Background: an optimization exercise with open tools, aiming at small area. Do not read the settings as production practice. The RTL was checked by simulation tests, not by an equivalence proof against the original design. No activity file was given, so power comes from the tool's default toggle rates.

==> flow/design.v, too long to show whole: its modules and the start of the top module <==
// module alu_top: 526 lines
// module alu_dec: 14 lines
// module alu_subdec: 3 lines
// module alu_pg: 5 lines
// module alu_xnor2: 3 lines
// module alu_o22ai: 3 lines
// module alu_nor2: 3 lines
// module alu_a21oi: 3 lines
// module alu_mux2: 3 lines
// module alu_xor2: 3 lines
// module alu_nand2: 3 lines
// module alu_a222oi: 3 lines
// module alu_a2bb2oi: 3 lines
// module alu_muxa: 3 lines
// module alu_muxo: 3 lines
// module alu_inv5: 3 lines
// module alu_inv1: 3 lines
// module alu_fin: 6 lines
// module alu_fin0: 5 lines
// module alu_o21ai: 3 lines
// module alu_finn: 6 lines
// module alu_bit0: 6 lines
// module alu_zero: 3 lines
module alu_top(
    input clk, clear,
    input [31:0]alu_in0, alu_in1,
    input [3:0]control_signal,
    output reg [31:0]alu_out,
    output zero_flag
    );
  // ...
==> flow/flow/run.sh <==
#!/bin/bash
# Layout flow: the standard flow, with these changes in how the layout is made:
#  - synthesis maps with an area-oriented ABC script (strash; dch -f; amap -m)
#    and leaves adders to ABC (no separate full/half adder cells),
#  - port buffers use sky130_fd_sc_hd__buf_1,
#  - CTS uses small clock buffers and no dummy loads.
# Each tool's output goes to a log file of its own in this folder.
set -uo pipefail
cp -r "$FLOW_HOME/scripts" scripts_mod
printf 'strash\ndch -f\namap -m\ntopo\n' > scripts_mod/abc_area.script
cp scripts_mod/abc_area.script scripts_mod/abc_speed.script
export BUFFER_PORTS_ARGS="-buffer_cell sky130_fd_sc_hd__buf_1"
export CTS_ARGS="-sink_clustering_enable -repair_clock_nets -dont_use_dummy_load -sink_clustering_size 32 -sink_clustering_max_diameter 300 -buf_list {sky130_fd_sc_hd__clkbuf_4}"
SCRIPTS_DIR="$PWD/scripts_mod" ADDER_MAP_FILE= bash standard.sh synth > synth.log 2>&1 || exit 1
bash standard.sh > layout.log 2>&1
==> flow/standard.sh <==
#!/bin/bash
# synth_recipe.tcl (not shown) runs the flow's synth.tcl, then flattens the netlist and writes it again
# the make line also repeats each setting of config.mk as NAME=value (left out here)
make -C /OpenROAD-flow-scripts/flow DESIGN_CONFIG=/design/flow/config.mk WORK_HOME=/design/flow/orfs CLKGATE_MAP_FILE= SYNTH_SCRIPT=/design/flow/synth_recipe.tcl "${@:-finish}"
==> flow/config.mk <==
export PLATFORM = sky130hd
export DESIGN_NAME = alu_top
export DESIGN_NICKNAME = alu_top
export VERILOG_FILES = /design/flow/design.v
export SDC_FILE = /design/flow/constraint.sdc
export NUM_CORES = 4
export LEC_CHECK = 0
export ABC_AREA = 1
export CAP_MARGIN = 10
export CORE_MARGIN = 2
export CORE_UTILIZATION = 50
export GPL_TIMING_DRIVEN = 0
export PLACE_DENSITY = 0.65
export SLEW_MARGIN = 10
export SYNTH_HIERARCHICAL = 1
==> flow/constraint.sdc <==
create_clock -name core_clock -period 4.5 [get_ports {clk}]
set_input_delay 0.9000 -clock core_clock [delete_from_list [all_inputs] [get_ports {clk}]]
set_output_delay 0.9000 -clock core_clock [all_outputs]
set_load 0.01 [all_outputs]
==> results.yml, run 1 <==
cells_and_area:
  drive_above_1_share_pct: 3.073
  num-nets-final: 853
  multi_input_comb_cells: 614
  fin_cells: 886
  multi_input_area_um2: 3379
  seq_cell_count: 32
  n_antenna_cell: 0
global_routing:
  grt_max_degree: 38
  antenna_found_initial: 0
  grt_usage_pct: 37.49
power:
  p_seq_uw: 343
  power_frac_clock_pct: 13.1
  p_leak_uw: 0.001626
floorplanning:
  die-area_um2: 9226
  rows: 33
critical_path:
  critPathLaunch: "control_signal[1]"
  path_depth: 19
  cpPeakStageDelay_ns: 0.30
  crit_required_ns: 4.76
  worstSetupEndpointType: "flip-flop"
timing:
  tightest_slew_ns: 1.098
  grt_setup_unrepaired: "no"
  whs_ns: 0.6587
logic_synthesis:
  synth_simple_gate_area_share_pct: 18.69
  synth_fa_ha_area_share_pct: 0
  synth_warnings: 7
  synth_compound_area_share_pct: 59.83
  synth_flop_cell: "dfrtp_1"
  ys_seq_area_share_pct: 18.90
  synth_cells: 672
place:
  globalplace.congestion: 1.023
run_status:
  status: "no timing/DRC/antenna violations"
hold_path:
  min_path_type: "input pin to async pin"
cts:
  htreeDepth: 2
  path_clk_slew_ns: 0.10
run:
  cap_viol_max_count: 0
==> inputs of run 2 (changes only) <==
--- a/flow/config.mk
+++ b/flow/config.mk
@@ -9,7 +9,6 @@
 export CAP_MARGIN = 10
 export CORE_MARGIN = 2
-export CORE_UTILIZATION = 50
+export CORE_UTILIZATION = 40
 export GPL_TIMING_DRIVEN = 0
-export PLACE_DENSITY = 0.65
 export SLEW_MARGIN = 10
 export SYNTH_HIERARCHICAL = 1
==> results.yml, run 2 <==
cells_and_area:
  largest-register: "alu_out"
  synthToLayoutAreaGrowth_pct: 15.98
  largest_registers: "alu_out: 32 flops"
  fin_util_pct: 47.59
  fill_cells: 1090
  final_cell_mix: "119 x a21oi_1, 100 x o22ai_1, 98 x nor2_1"
  seqCellArea_um2: 800.8
  mostFrequentLayoutCell: "a21oi_1"
  largest_reg_flops: 32
  drive_above_1_share_pct: 3.197
  num-nets-final: 854
  n_antenna_cell: 0
  multi_input_area_um2: 3372
critical_path:
  arrival_ns: 4.53
  path_max_fanout: 37
  worstSetupEndpointType: "flip-flop"
  cp-start-kind: "input pin"
  crit_type: "input pin to flip-flop"
  crit_required_ns: 4.74
logic_synthesis:
  synth_flop_cell: "dfrtp_1"
  synth.top_cell.area_share_pct: 18.90
  avgSynthCellArea_um2: 6.304
  synth_cells: 672
  synth_fa_ha_area_share_pct: 0
  synth_seq_cells: 32
  yosys.cell_count.top_type: "a21oi_1"
  synth_compound_area_share_pct: 59.83
  netlist_area_um2: 4237
  synth_edf_count: 0
  ys_seq_area_share_pct: 18.90
  synth_top_cell_by_area: "dfrtp_1"
  ys_types: 19
  synth_area_leaders: "dfrtp_1 19%, o22ai_1 15%, a21oi_1 15%"
  synthXorXnorAreaFrac_pct: 0
  muxShareOfSynthArea_pct: 0.2658
  synth_warnings: 7
  synth_async_sr_flop_share_pct: 100.0
  syn-num-nets: 742
  synthTopCellsByCount: "123 x a21oi_1, 100 x o22ai_1, 99 x nor2_1"
  synth_simple_gate_area_share_pct: 18.69
  synth_top_family_by_area: "compound AO/OA/AOI/OAI gates"
global_routing:
  grt_max_degree: 38
  grt_pass1_vias: 5280
  grt_usage_pct: 32.44
  antenna_found_initial: 0
  grt_pass1_wl_um: 28950
  grt_remaining_overflow: 0
drt:
  vias: 6167
  viasPerCell: 6.718
  drtPass1Iterations: 9
  drt-initial-drc-count: 1039
  ant_nets: 0
  wire_per_inst_um: 20.69
  drc: 0
  routed_wl_um: 18990
cts:
  htreeDepth: 2
  cts_tree: "built"
  root_buffer: "clkbuf_4"
  hold_buffers: 0
  cts_buffers: 5
  clock_sinks: 32
  path_clk_slew_ns: 0.12
  cts_buffer_depth: 2
run_status:
  status: "no timing/DRC/antenna violations"
floorplanning:
  fp.coreArea_um2: 10320
  die-area_um2: 11430
  io_pins: 103
  fp.dieH_um: 106.9
  rows: 37
  die_w_um: 106.9
  initial_core_util_pct: 41.04
power:
  powerDensity_nw_per_um2: 236.1
  p_leak_uw: 0.001620
  peakVddDrop_uv: 136.8
timing:
  fin_setup_tns_ns: 0
  setup_viol: 0
  grt_setup_unrepaired: "no"
  relSlewSlack_pct: 27.63
  fin_crit_ns: 4.290
  hold_violations: 0
  fmax_ghz: 0.2331
  tightest_slew_ns: 1.079
  final_max_slew_viol_count: 0
  fin_crit_sh_pct: 95.32
place:
  dp_hpwl_um: 13720
  globalplace.congestion: 0.8926
  port_buffers: 102
hold_path:
  min_path_type: "input pin to async pin"
run:
  cap_viol_max_count: 0
run 2: cell types whose count changed in the layout (fill, tap and decap cells not counted), moves of 2 or more:
cell / previous run / this run
o21ai_0: 82 / 79
clkinv_2: 3 / 1
inv_4: 1 / 3
buf_2: 0 / 2
o21ai_1: 2 / 5
run 2: cell type report:
type	count	share of cell area [%]
multi-input cells	614	68.63
flip-flops and latches	32	16.30
repair inverters	2	0.2292
inverters	26	2.292
well taps	136	3.463
clock buffers	5	0.7639
repair buffers	103	8.327
run 2: power breakdown:
group	switching, µW	internal, µW
clock	107	52.2
combinational	456	201
sequential	20.5	323
run 2: cell families after synthesis:
family                 after synthesis
AOI/OAI and AO/OA                  413
and+or+nand+nor                    200
DFF                                 32
buffers and inverters               26
muxes                                1
run 2: metrics by stage:
stage	setup slack, ns	hold WS (ns)	area (µm²)	total power, µW	instances
2_1_floorplan	0.1208	0.8788	4237	739.0	672
3_5_place_dp	-1.610	1.108	4795	968.5	910
4_1_cts	0.06669	0.7133	4880	1138	917
3_3_place_gp	-2.931	1.081	4790	967.9	910
6_report	0.2104	0.6306	4913	1160	918
5_1_grt	0.02245	0.6876	4913	1240	918
run 2: worst max-delay path by stage:
stage	startpoint	to	slack, ns	cells after the start
2_1_floorplan	control_signal[1]	alu_out[31]$_DFF_PP0_	0.12	16
3_3_place_gp	control_signal[1]	alu_out[31]$_DFF_PP0_	-2.93	18
3_5_place_dp	control_signal[1]	alu_out[31]$_DFF_PP0_	-1.61	17
4_1_cts	control_signal[1]	alu_out[31]$_DFF_PP0_	0.07	16
5_1_grt	alu_in1[0]	alu_out[0]$_DFF_PP0_	0.02	13
6_report	control_signal[1]	alu_out[23]$_DFF_PP0_	0.21	17
run 2: Yosys stat by module, one instance, submodules excluded, excerpt:
module	area [µm²]	cells inside	times used
alu_inv1	3.754	1	15
alu_fin0	15.01	3	1
alu_bit0	20.02	4	1
alu_xor2	8.758	2	52
alu_muxa	7.507	1	72
alu_o22ai	6.256	1	11
alu_nand2	3.754	1	40
alu_nor2	3.754	1	23
alu_top	804.5	33	1
alu_a222oi	10.01	1	32
alu_o21ai	5.005	1	39
alu_inv5	18.77	5	1
alu_dec	65.06	13	1
alu_mux2	11.26	1	1
run 2: repair_timing:
action | in CTS | in global routing
buffers inserted | 1 | 0
pin swaps | 1 | 0
gates resized for setup | 14 | 14
endpoints found under the setup margin | 32 | 15
cloned | 1 | 1
run 2: layer usage:
metal	wire length [µm]	up-vias	GRT usage (%)
li1	-	2951	-
met1	8435	2836	47.76
met2	8256	356	48.82
met3	1861	24	4.438
met4	439	0	10.02
met5	0	-	0
run 2: critical path, cell delays in order:
cell	delay, ns
buf_6	0.25
clkinv_1	0.18
a21oi_4	0.27
clkinv_4	0.27
o21ai_0	0.24
nand2_1	0.13
o21ai_1	0.38
a21oi_2	0.17
o21ai_2	0.35
a21oi_2	0.12
buf_4	0.17
o21ai_0	0.43
a21oi_1	0.16
o21ai_0	0.21
a21oi_1	0.11
nor2_1	0.13
a21oi_1	0.05

## what the ideal ports hide
The flow's constraints put no driver on any port. The routed layouts listed below were extracted and timed again, unchanged, in two steps. Step 1 assumes that a clkbuf_16 drives the clock port and a buf_2 every other input. Step 2 times the ports against the registers' clock, not the clock port: input delays grow and output delays shrink by t, the midpoint of the rising clock arrivals with the driver on. Slacks: ideal ports / drivers / drivers and shift; pairs: ideal ports / drivers.
run | t (ns) | setup slack, ns | hold WS [ns] | clock arrival spread, ns
run 1 | 0.353 | 0.377 / 0.367 / 0.014 | 0.659 / 0.649 / 1.002 | 0.013 / 0.012
run 2 | 0.380 | 0.210 / 0.202 / -0.178 | 0.631 / 0.623 / 1.002 | 0.018 / 0.017
Met with ideal ports but missed after step 2: setup timing in run 2. The setup slack of run 2, which loses most, moves by -0.008 ns with the drivers and by -0.388 ns with both steps.
